Background: an optimization exercise with open tools, aiming at small area. Do not read the settings as production practice.
Only simulation tests tie the RTL to the original design; equivalence was not proved.

==> inputs of branch zinc <==
// Post_top
module Post_top #(
  parameter INT_BITS  = 4,
  parameter POX       = 4,
  parameter POY       = 4,
  parameter CHANNEL_N = 2
) (
  input                             clk              ,
  input                             rst              ,
  input  [CHANNEL_N*POY*POX*16-1:0] mac_to_serializer,
  input                             mac_output_valid ,
  input  [         $clog2(POY)-1:0] mac_valid_number ,
  input  [                    15:0] K                ,
  input  [                    15:0] B                ,
  input  [              POX*16-1:0] bias             ,
  output [              POX*16-1:0] relu_out         ,
  output                            relu_out_valid   ,
  output [              POX*16-1:0] post_out         ,
  output                            post_out_valid   ,
  output [            POX/2*16-1:0] pooling_out      ,
  output                            pooling_out_valid
);
Settings: LEC_CHECK=0, ABC_AREA=1, CAP_MARGIN=20, CORE_MARGIN=2, CORE_UTILIZATION=50, GPL_TIMING_DRIVEN=0, SLEW_MARGIN=20; clock period 12.0 ns.
standard.sh (not shown) runs the stock make flow with config.mk's settings and CLKGATE_MAP_FILE= SYNTH_SCRIPT=/design/flow/synth_recipe.tcl, a recipe that flattens the netlist after the stock synthesis.
==> flow/flow/run.sh <==
#!/bin/bash
# The standard layout with these changes:
#  - synthesis maps with an area-oriented ABC script (flow/abc_area.script)
#    and skips the generic pre-mapping ABC pass (synth -noabc); the
#    registers, their names and cell types are those of the standard
#    synthesis;
#  - the port buffers are the smallest buffer (buf_1) rather than the one
#    buffer_ports picks by default;
#  - CTS uses clkbuf_8 for larger sink clusters and no dummy loads.
# make's output goes to a log per call here; ORFS's step logs are under orfs/logs/.
set -euo pipefail
rm -rf scripts_local
cp -r "$FLOW_HOME/scripts" scripts_local
cp flow/abc_area.script scripts_local/abc_area.script
bash standard.sh "SCRIPTS_DIR=$PWD/scripts_local" "SYNTH_ARGS=-noabc" synth > make_synth.log 2>&1
bash standard.sh "BUFFER_PORTS_ARGS=-buffer_cell sky130_fd_sc_hd__buf_1" \
  "CTS_ARGS=-sink_clustering_enable -repair_clock_nets -buf_list sky130_fd_sc_hd__clkbuf_8 -sink_clustering_size 16 -sink_clustering_max_diameter 60 -dont_use_dummy_load" \
  finish > make_finish.log 2>&1
==> flow/flow/abc_area.script <==
strash
dc2
dch -f
amap
topo
==> inputs of branch yarrow, as changes to branch zinc <==
--- a/flow/design.v
+++ b/flow/design.v
@@ -516,96 +516,109 @@
   wire n506 = (n424 & n426) | (n504 & n503);
   wire n507 = n427 ^ n429;
   wire n508 = n507 ^ n506;
   wire n509 = (n427 & n429) | (n507 & n506);
   wire n510 = n430 ^ n432;
-  wire n511 = n510 ^ n509;
-  wire n512 = (n430 & n432) | (n510 & n509);
+  wire n511 = n510 ^ 1'b0;
+  wire n512 = (n430 & n432) | (n510 & 1'b0);
   wire n513 = n433 ^ n435;
   wire n514 = n513 ^ n512;
   wire n515 = (n433 & n435) | (n513 & n512);
   wire n516 = n436 ^ n438;
   wire n517 = n516 ^ n515;
   wire n518 = (n436 & n438) | (n516 & n515);
   wire n519 = n439 ^ n441;
-  wire n520 = n519 ^ 1'b0;
-  wire n521 = (n439 & n441) | (n519 & 1'b0);
+  wire n520 = n519 ^ n518;
+  wire n521 = (n439 & n441) | (n519 & n518);
   wire n522 = n442 ^ n444;
   wire n523 = n522 ^ n521;
   wire n524 = (n442 & n444) | (n522 & n521);
   wire n525 = n445 ^ n447;
   wire n526 = n525 ^ n524;
   wire n527 = (n445 & n447) | (n525 & n524);
-  wire n528 = n448 ^ n450;
-  wire n529 = n528 ^ n527;
-  wire n530 = (n448 & n450) | (n528 & n527);
-  wire n531 = n451 ^ n453;
+  wire n528 = n430 ^ n432;
+  wire n529 = n528 ^ 1'b1;
+  wire n530 = (n430 & n432) | (n528 & 1'b1);
+  wire n531 = n433 ^ n435;
   wire n532 = n531 ^ n530;
-  wire n533 = (n451 & n453) | (n531 & n530);
-  wire n534 = n454 ^ n456;
+  wire n533 = (n433 & n435) | (n531 & n530);
+  wire n534 = n436 ^ n438;
   wire n535 = n534 ^ n533;
-  wire n536 = (n454 & n456) | (n534 & n533);
-  wire n537 = n457 ^ n459;
+  wire n536 = (n436 & n438) | (n534 & n533);
+  wire n537 = n439 ^ n441;
   wire n538 = n537 ^ n536;
-  wire n539 = (n457 & n459) | (n537 & n536);
-  wire n540 = n460 ^ n462;
+  wire n539 = (n439 & n441) | (n537 & n536);
+  wire n540 = n442 ^ n444;
   wire n541 = n540 ^ n539;
-  wire n542 = (n460 & n462) | (n540 & n539);
-  wire n543 = n463 ^ n464;
+  wire n542 = (n442 & n444) | (n540 & n539);
+  wire n543 = n445 ^ n447;
   wire n544 = n543 ^ n542;
-  wire n545 = (n463 & n464) | (n543 & n542);
-  wire n546 = n465 ^ n206;
-  wire n547 = n546 ^ n545;
-  wire n548 = (n465 & n206) | (n546 & n545);
-  wire n549 = n207 ^ 1'b1;
-  wire n550 = n549 ^ n548;
-  wire n551 = (n207 & 1'b1) | (n549 & n548);
-  wire n552 = n439 ^ n441;
-  wire n553 = n552 ^ 1'b1;
-  wire n554 = (n439 & n441) | (n552 & 1'b1);
-  wire n555 = n442 ^ n444;
-  wire n556 = n555 ^ n554;
-  wire n557 = (n442 & n444) | (n555 & n554);
-  wire n558 = n445 ^ n447;
-  wire n559 = n558 ^ n557;
-  wire n560 = (n445 & n447) | (n558 & n557);
-  wire n561 = n448 ^ n450;
-  wire n562 = n561 ^ n560;
-  wire n563 = (n448 & n450) | (n561 & n560);
-  wire n564 = n451 ^ n453;
-  wire n565 = n564 ^ n563;
-  wire n566 = (n451 & n453) | (n564 & n563);
-  wire n567 = n454 ^ n456;
-  wire n568 = n567 ^ n566;
-  wire n569 = (n454 & n456) | (n567 & n566);
-  wire n570 = n457 ^ n459;
-  wire n571 = n570 ^ n569;
-  wire n572 = (n457 & n459) | (n570 & n569);
-  wire n573 = n460 ^ n462;
-  wire n574 = n573 ^ n572;
-  wire n575 = (n460 & n462) | (n573 & n572);
-  wire n576 = n463 ^ n464;
-  wire n577 = n576 ^ n575;
-  wire n578 = (n463 & n464) | (n576 & n575);
-  wire n579 = n465 ^ n206;
-  wire n580 = n579 ^ n578;
-  wire n581 = (n465 & n206) | (n579 & n578);
-  wire n582 = n207 ^ 1'b1;
-  wire n583 = n582 ^ n581;
-  wire n584 = (n207 & 1'b1) | (n582 & n581);
-  wire n585 = (n518 & n553) | (~n518 & n520);
-  wire n586 = (n518 & n556) | (~n518 & n523);
-  wire n587 = (n518 & n559) | (~n518 & n526);
-  wire n588 = (n518 & n562) | (~n518 & n529);
-  wire n589 = (n518 & n565) | (~n518 & n532);
-  wire n590 = (n518 & n568) | (~n518 & n535);
-  wire n591 = (n518 & n571) | (~n518 & n538);
-  wire n592 = (n518 & n574) | (~n518 & n541);
-  wire n593 = (n518 & n577) | (~n518 & n544);
-  wire n594 = (n518 & n580) | (~n518 & n547);
-  wire n595 = (n518 & n583) | (~n518 & n550);
-  wire [30:0] p = {n595, n594, n593, n592, n591, n590, n589, n588, n587, n586, n585, n517, n514, n511, n508, n505, n502, n499, n496, n493, n490, n487, n484, n481, n478, n475, n472, n469, n466, n73, n72};
+  wire n545 = (n445 & n447) | (n543 & n542);
+  wire n546 = (n509 & n529) | (~n509 & n511);
+  wire n547 = (n509 & n532) | (~n509 & n514);
+  wire n548 = (n509 & n535) | (~n509 & n517);
+  wire n549 = (n509 & n538) | (~n509 & n520);
+  wire n550 = (n509 & n541) | (~n509 & n523);
+  wire n551 = (n509 & n544) | (~n509 & n526);
+  wire n552 = (n509 & n545) | (~n509 & n527);
+  wire n553 = n448 ^ n450;
+  wire n554 = n553 ^ 1'b0;
+  wire n555 = (n448 & n450) | (n553 & 1'b0);
+  wire n556 = n451 ^ n453;
+  wire n557 = n556 ^ n555;
+  wire n558 = (n451 & n453) | (n556 & n555);
+  wire n559 = n454 ^ n456;
+  wire n560 = n559 ^ n558;
+  wire n561 = (n454 & n456) | (n559 & n558);
+  wire n562 = n457 ^ n459;
+  wire n563 = n562 ^ n561;
+  wire n564 = (n457 & n459) | (n562 & n561);
+  wire n565 = n460 ^ n462;
+  wire n566 = n565 ^ n564;
+  wire n567 = (n460 & n462) | (n565 & n564);
+  wire n568 = n463 ^ n464;
+  wire n569 = n568 ^ n567;
+  wire n570 = (n463 & n464) | (n568 & n567);
+  wire n571 = n465 ^ n206;
+  wire n572 = n571 ^ n570;
+  wire n573 = (n465 & n206) | (n571 & n570);
+  wire n574 = n207 ^ 1'b1;
+  wire n575 = n574 ^ n573;
+  wire n576 = (n207 & 1'b1) | (n574 & n573);
+  wire n577 = n448 ^ n450;
+  wire n578 = n577 ^ 1'b1;
+  wire n579 = (n448 & n450) | (n577 & 1'b1);
+  wire n580 = n451 ^ n453;
+  wire n581 = n580 ^ n579;
+  wire n582 = (n451 & n453) | (n580 & n579);
+  wire n583 = n454 ^ n456;
+  wire n584 = n583 ^ n582;
+  wire n585 = (n454 & n456) | (n583 & n582);
+  wire n586 = n457 ^ n459;
+  wire n587 = n586 ^ n585;
+  wire n588 = (n457 & n459) | (n586 & n585);
+  wire n589 = n460 ^ n462;
+  wire n590 = n589 ^ n588;
+  wire n591 = (n460 & n462) | (n589 & n588);
+  wire n592 = n463 ^ n464;
+  wire n593 = n592 ^ n591;
+  wire n594 = (n463 & n464) | (n592 & n591);
+  wire n595 = n465 ^ n206;
+  wire n596 = n595 ^ n594;
+  wire n597 = (n465 & n206) | (n595 & n594);
+  wire n598 = n207 ^ 1'b1;
+  wire n599 = n598 ^ n597;
+  wire n600 = (n207 & 1'b1) | (n598 & n597);
+  wire n601 = (n552 & n578) | (~n552 & n554);
+  wire n602 = (n552 & n581) | (~n552 & n557);
+  wire n603 = (n552 & n584) | (~n552 & n560);
+  wire n604 = (n552 & n587) | (~n552 & n563);
+  wire n605 = (n552 & n590) | (~n552 & n566);
+  wire n606 = (n552 & n593) | (~n552 & n569);
+  wire n607 = (n552 & n596) | (~n552 & n572);
+  wire n608 = (n552 & n599) | (~n552 & n575);
+  wire [30:0] p = {n608, n607, n606, n605, n604, n603, n602, n601, n551, n550, n549, n548, n547, n546, n508, n505, n502, n499, n496, n493, n490, n487, n484, n481, n478, n475, n472, n469, n466, n73, n72};
   wire        ovf = p[30:26] != {5{p[30]}};
   assign q = ovf ? {p[30], {15{~p[30]}}} : p[26:11];
 endmodule
 module Post_top #(
   parameter INT_BITS  = 4,
==> comparison <==
Branch zinc went through all stages and came out clean. Branch yarrow passed the timing, design-rule and antenna checks.
In branch zinc the clock skew is higher than in branch yarrow, by 0.015 ns.
Against branch yarrow, the worst setup slack of branch zinc is lower by 0.033 ns.
Between branch yarrow and branch zinc, the lower register-to-register slack is in branch zinc (gap 0.12 ns).
Global-route usage: branch zinc is higher than branch yarrow (0.46 points).

========
==> build 29 <==
Post_top, a different RTL version from the one above (not shown whole).
==> flow/config.mk <==
export PLATFORM = sky130hd
export DESIGN_NAME = Post_top
export DESIGN_NICKNAME = Post_top
export VERILOG_FILES = /design/flow/design.v
export SDC_FILE = /design/flow/constraint.sdc
export NUM_CORES = 4
export LEC_CHECK = 0
export ABC_AREA = 1
export CAP_MARGIN = 20
export CORE_MARGIN = 2
export CORE_UTILIZATION = 50
export GPL_TIMING_DRIVEN = 0
export SLEW_MARGIN = 20
==> flow/constraint.sdc <==
create_clock -name core_clock -period 12.0 [get_ports {clk}]
set_input_delay 2.4000 -clock core_clock [delete_from_list [all_inputs] [get_ports {clk}]]
set_output_delay 2.4000 -clock core_clock [all_outputs]
set_load 0.01 [all_outputs]
Scripts as last shown in full above: flow/flow/run.sh, flow/flow/abc_area.script
==> build 74: changes against build 29 <==
--- a/flow/design.v
+++ b/flow/design.v
@@ -514,22 +514,22 @@
   wire n507 = n419 ^ n421;
   wire n508 = n507 ^ n506;
   wire n509 = (n419 & n421) | (n507 & n506);
   wire n510 = n422 ^ n424;
   wire n511 = n510 ^ n509;
   wire n512 = (n422 & n424) | (n510 & n509);
   wire n513 = n425 ^ n427;
-  wire n514 = n513 ^ 1'b0;
-  wire n515 = (n425 & n427) | (n513 & 1'b0);
+  wire n514 = n513 ^ n512;
+  wire n515 = (n425 & n427) | (n513 & n512);
   wire n516 = n428 ^ n430;
   wire n517 = n516 ^ n515;
   wire n518 = (n428 & n430) | (n516 & n515);
   wire n519 = n431 ^ n433;
-  wire n520 = n519 ^ n518;
-  wire n521 = (n431 & n433) | (n519 & n518);
+  wire n520 = n519 ^ 1'b0;
+  wire n521 = (n431 & n433) | (n519 & 1'b0);
   wire n522 = n434 ^ n436;
   wire n523 = n522 ^ n521;
   wire n524 = (n434 & n436) | (n522 & n521);
   wire n525 = n437 ^ n439;
   wire n526 = n525 ^ n524;
   wire n527 = (n437 & n439) | (n525 & n524);
   wire n528 = n440 ^ n442;
@@ -543,55 +543,47 @@
   wire n536 = (n446 & n448) | (n534 & n533);
   wire n537 = n449 ^ n450;
   wire n538 = n537 ^ n536;
   wire n539 = (n449 & n450) | (n537 & n536);
   wire n540 = n451 ^ n136;
   wire n541 = n540 ^ n539;
   wire n542 = (n451 & n136) | (n540 & n539);
-  wire n543 = n425 ^ n427;
+  wire n543 = n431 ^ n433;
   wire n544 = n543 ^ 1'b1;
-  wire n545 = (n425 & n427) | (n543 & 1'b1);
-  wire n546 = n428 ^ n430;
+  wire n545 = (n431 & n433) | (n543 & 1'b1);
+  wire n546 = n434 ^ n436;
   wire n547 = n546 ^ n545;
-  wire n548 = (n428 & n430) | (n546 & n545);
-  wire n549 = n431 ^ n433;
+  wire n548 = (n434 & n436) | (n546 & n545);
+  wire n549 = n437 ^ n439;
   wire n550 = n549 ^ n548;
-  wire n551 = (n431 & n433) | (n549 & n548);
-  wire n552 = n434 ^ n436;
+  wire n551 = (n437 & n439) | (n549 & n548);
+  wire n552 = n440 ^ n442;
   wire n553 = n552 ^ n551;
-  wire n554 = (n434 & n436) | (n552 & n551);
-  wire n555 = n437 ^ n439;
+  wire n554 = (n440 & n442) | (n552 & n551);
+  wire n555 = n443 ^ n445;
   wire n556 = n555 ^ n554;
-  wire n557 = (n437 & n439) | (n555 & n554);
-  wire n558 = n440 ^ n442;
+  wire n557 = (n443 & n445) | (n555 & n554);
+  wire n558 = n446 ^ n448;
   wire n559 = n558 ^ n557;
-  wire n560 = (n440 & n442) | (n558 & n557);
-  wire n561 = n443 ^ n445;
+  wire n560 = (n446 & n448) | (n558 & n557);
+  wire n561 = n449 ^ n450;
   wire n562 = n561 ^ n560;
-  wire n563 = (n443 & n445) | (n561 & n560);
-  wire n564 = n446 ^ n448;
+  wire n563 = (n449 & n450) | (n561 & n560);
+  wire n564 = n451 ^ n136;
   wire n565 = n564 ^ n563;
-  wire n566 = (n446 & n448) | (n564 & n563);
-  wire n567 = n449 ^ n450;
-  wire n568 = n567 ^ n566;
-  wire n569 = (n449 & n450) | (n567 & n566);
-  wire n570 = n451 ^ n136;
-  wire n571 = n570 ^ n569;
-  wire n572 = (n451 & n136) | (n570 & n569);
-  wire n573 = (n512 & n544) | (~n512 & n514);
-  wire n574 = (n512 & n547) | (~n512 & n517);
-  wire n575 = (n512 & n550) | (~n512 & n520);
-  wire n576 = (n512 & n553) | (~n512 & n523);
-  wire n577 = (n512 & n556) | (~n512 & n526);
-  wire n578 = (n512 & n559) | (~n512 & n529);
-  wire n579 = (n512 & n562) | (~n512 & n532);
-  wire n580 = (n512 & n565) | (~n512 & n535);
-  wire n581 = (n512 & n568) | (~n512 & n538);
-  wire n582 = (n512 & n571) | (~n512 & n541);
-  wire [30:0] p = {n582, n581, n580, n579, n578, n577, n576, n575, n574, n573, n511, n508, n505, n502, n499, n496, n493, n490, n487, n484, n481, n478, n475, n472, n469, n466, n463, n460, n457, n454, n452};
+  wire n566 = (n451 & n136) | (n564 & n563);
+  wire n567 = (n518 & n544) | (~n518 & n520);
+  wire n568 = (n518 & n547) | (~n518 & n523);
+  wire n569 = (n518 & n550) | (~n518 & n526);
+  wire n570 = (n518 & n553) | (~n518 & n529);
+  wire n571 = (n518 & n556) | (~n518 & n532);
+  wire n572 = (n518 & n559) | (~n518 & n535);
+  wire n573 = (n518 & n562) | (~n518 & n538);
+  wire n574 = (n518 & n565) | (~n518 & n541);
+  wire [30:0] p = {n574, n573, n572, n571, n570, n569, n568, n567, n517, n514, n511, n508, n505, n502, n499, n496, n493, n490, n487, n484, n481, n478, n475, n472, n469, n466, n463, n460, n457, n454, n452};
   wire        ovf = p[30:26] != {5{p[30]}};
   assign q = ovf ? {p[30], {15{~p[30]}}} : p[26:11];
 endmodule
 module Post_top #(
   parameter INT_BITS  = 4,
   parameter POX       = 4,
   parameter POY       = 4,
@@ -612,18 +604,17 @@
   output [            POX/2*16-1:0] pooling_out      ,
   output                            pooling_out_valid
 );
   reg  [447:0] chain;
   reg          active;
   reg  [  2:0] cnt;        
   reg  [  1:0] rm1;        
-  wire [447:0] chain_n = {64'd0, {64{1'b1}}, 64'd0, {64{1'b1}}, 64'd0, {64{1'b1}}, 64'd0};
   always @(posedge clk) begin
-    if (mac_output_valid) chain[383:0] <= mac_to_serializer[447:64] ^ chain_n[383:0];
-    else                  chain[383:0] <= chain[447:64] ^ chain_n[447:64] ^ chain_n[383:0];
+    if (mac_output_valid) chain[383:0] <= mac_to_serializer[447:64];
+    else                  chain[383:0] <= chain[447:64];
     chain[447:384] <= mac_to_serializer[511:448];
   end
   always @(posedge clk or posedge rst) begin
     if (rst) begin
       active <= 1'b0;
       cnt    <= 3'd0;
       rm1    <= 2'd0;
@@ -638,18 +629,18 @@
       if (cnt == {rm1, 1'b1}) active <= 1'b0;
     end
   end
   wire [ 1:0] slot = (cnt > {1'b0, rm1}) ? ~rm1 : 2'd0;
   reg  [63:0] chain_row;
   always @(*) begin
     case (slot)
-      2'd0:    chain_row =  chain[ 63:  0];
-      2'd1:    chain_row = ~chain[127: 64];
-      2'd2:    chain_row =  chain[191:128];
-      default: chain_row = ~chain[255:192];
+      2'd0:    chain_row = chain[ 63:  0];
+      2'd1:    chain_row = chain[127: 64];
+      2'd2:    chain_row = chain[191:128];
+      default: chain_row = chain[255:192];
     endcase
   end
   wire [63:0] row    = mac_output_valid ? mac_to_serializer[63:0] : chain_row;
   wire        row_ok = mac_output_valid | active;
   reg  [59:0] relu_r;
   reg         v1, v2;
   genvar x, i;
Settings changed: CORE_UTILIZATION 50 to 60.
==> flow_metrics.tcl <==
set metrics [dict create \
    vias 41281 \
    final_util_pct 69.5 \
    status "finished clean" \
    seq_area_share_pct 26.5 \
    grt_util_met3_pct 18.2 \
    clk_share_pct 1.44 \
    fin_cells 6399 \
]
-- figures above: build 74

==> flow_metrics.tcl <==
set metrics [dict create \
    fin_cells 6849 \
    synthXorXnorAreaFrac_pct 0 \
    vias 40533 \
    final_util_pct 58.1 \
    grt_util_met3_pct 9.76 \
    top_register "chain" \
    status "finished clean" \
    synth-adder-area-share_pct 30.5 \
    clk_share_pct 1.61 \
]
-- figures above: build 29

==> separate check: timing with driven ports <==
The results above use ideal ports. As a check the final layouts listed here were re-extracted and re-timed, cells and wires unchanged.
Step 1 sets driving cells, clkbuf_16 on the clock port and buf_2 on the other inputs (assumed; they add their load-dependent delay and slew).
Step 2 adds t to the input delays and takes it off the output delays; t is the mean of the earliest and latest rising clock arrival at the registers after step 1. Input paths then give back, and output paths get back, about the clock's delay inside the block.
Three values: no drivers, after step 1, after step 2; two values: the first two.
run	t (ns)	setup WS [ns]	worst hold slack (ns)	slew at the worst register clock pin (ns)
branch zinc	0.754	0.186 / 0.164 / -0.454	0.372 / 0.372 / 0.372	0.10 / 0.10
branch yarrow	0.744	0.218 / 0.185 / -0.399	0.377 / 0.377 / 0.377	0.10 / 0.10
build 29	0.795	0.316 / 0.293 / 0.179	0.357 / 0.357 / 0.357	0.11 / 0.11
build 74	0.748	0.260 / 0.238 / 0.238	0.428 / 0.428 / 0.428	0.11 / 0.11
With both steps, setup timing fails in branch zinc and branch yarrow, where it was met with ideal ports. For branch zinc, which loses most, drivers alone change the setup slack by -0.022 ns; drivers and shift together by -0.640 ns.
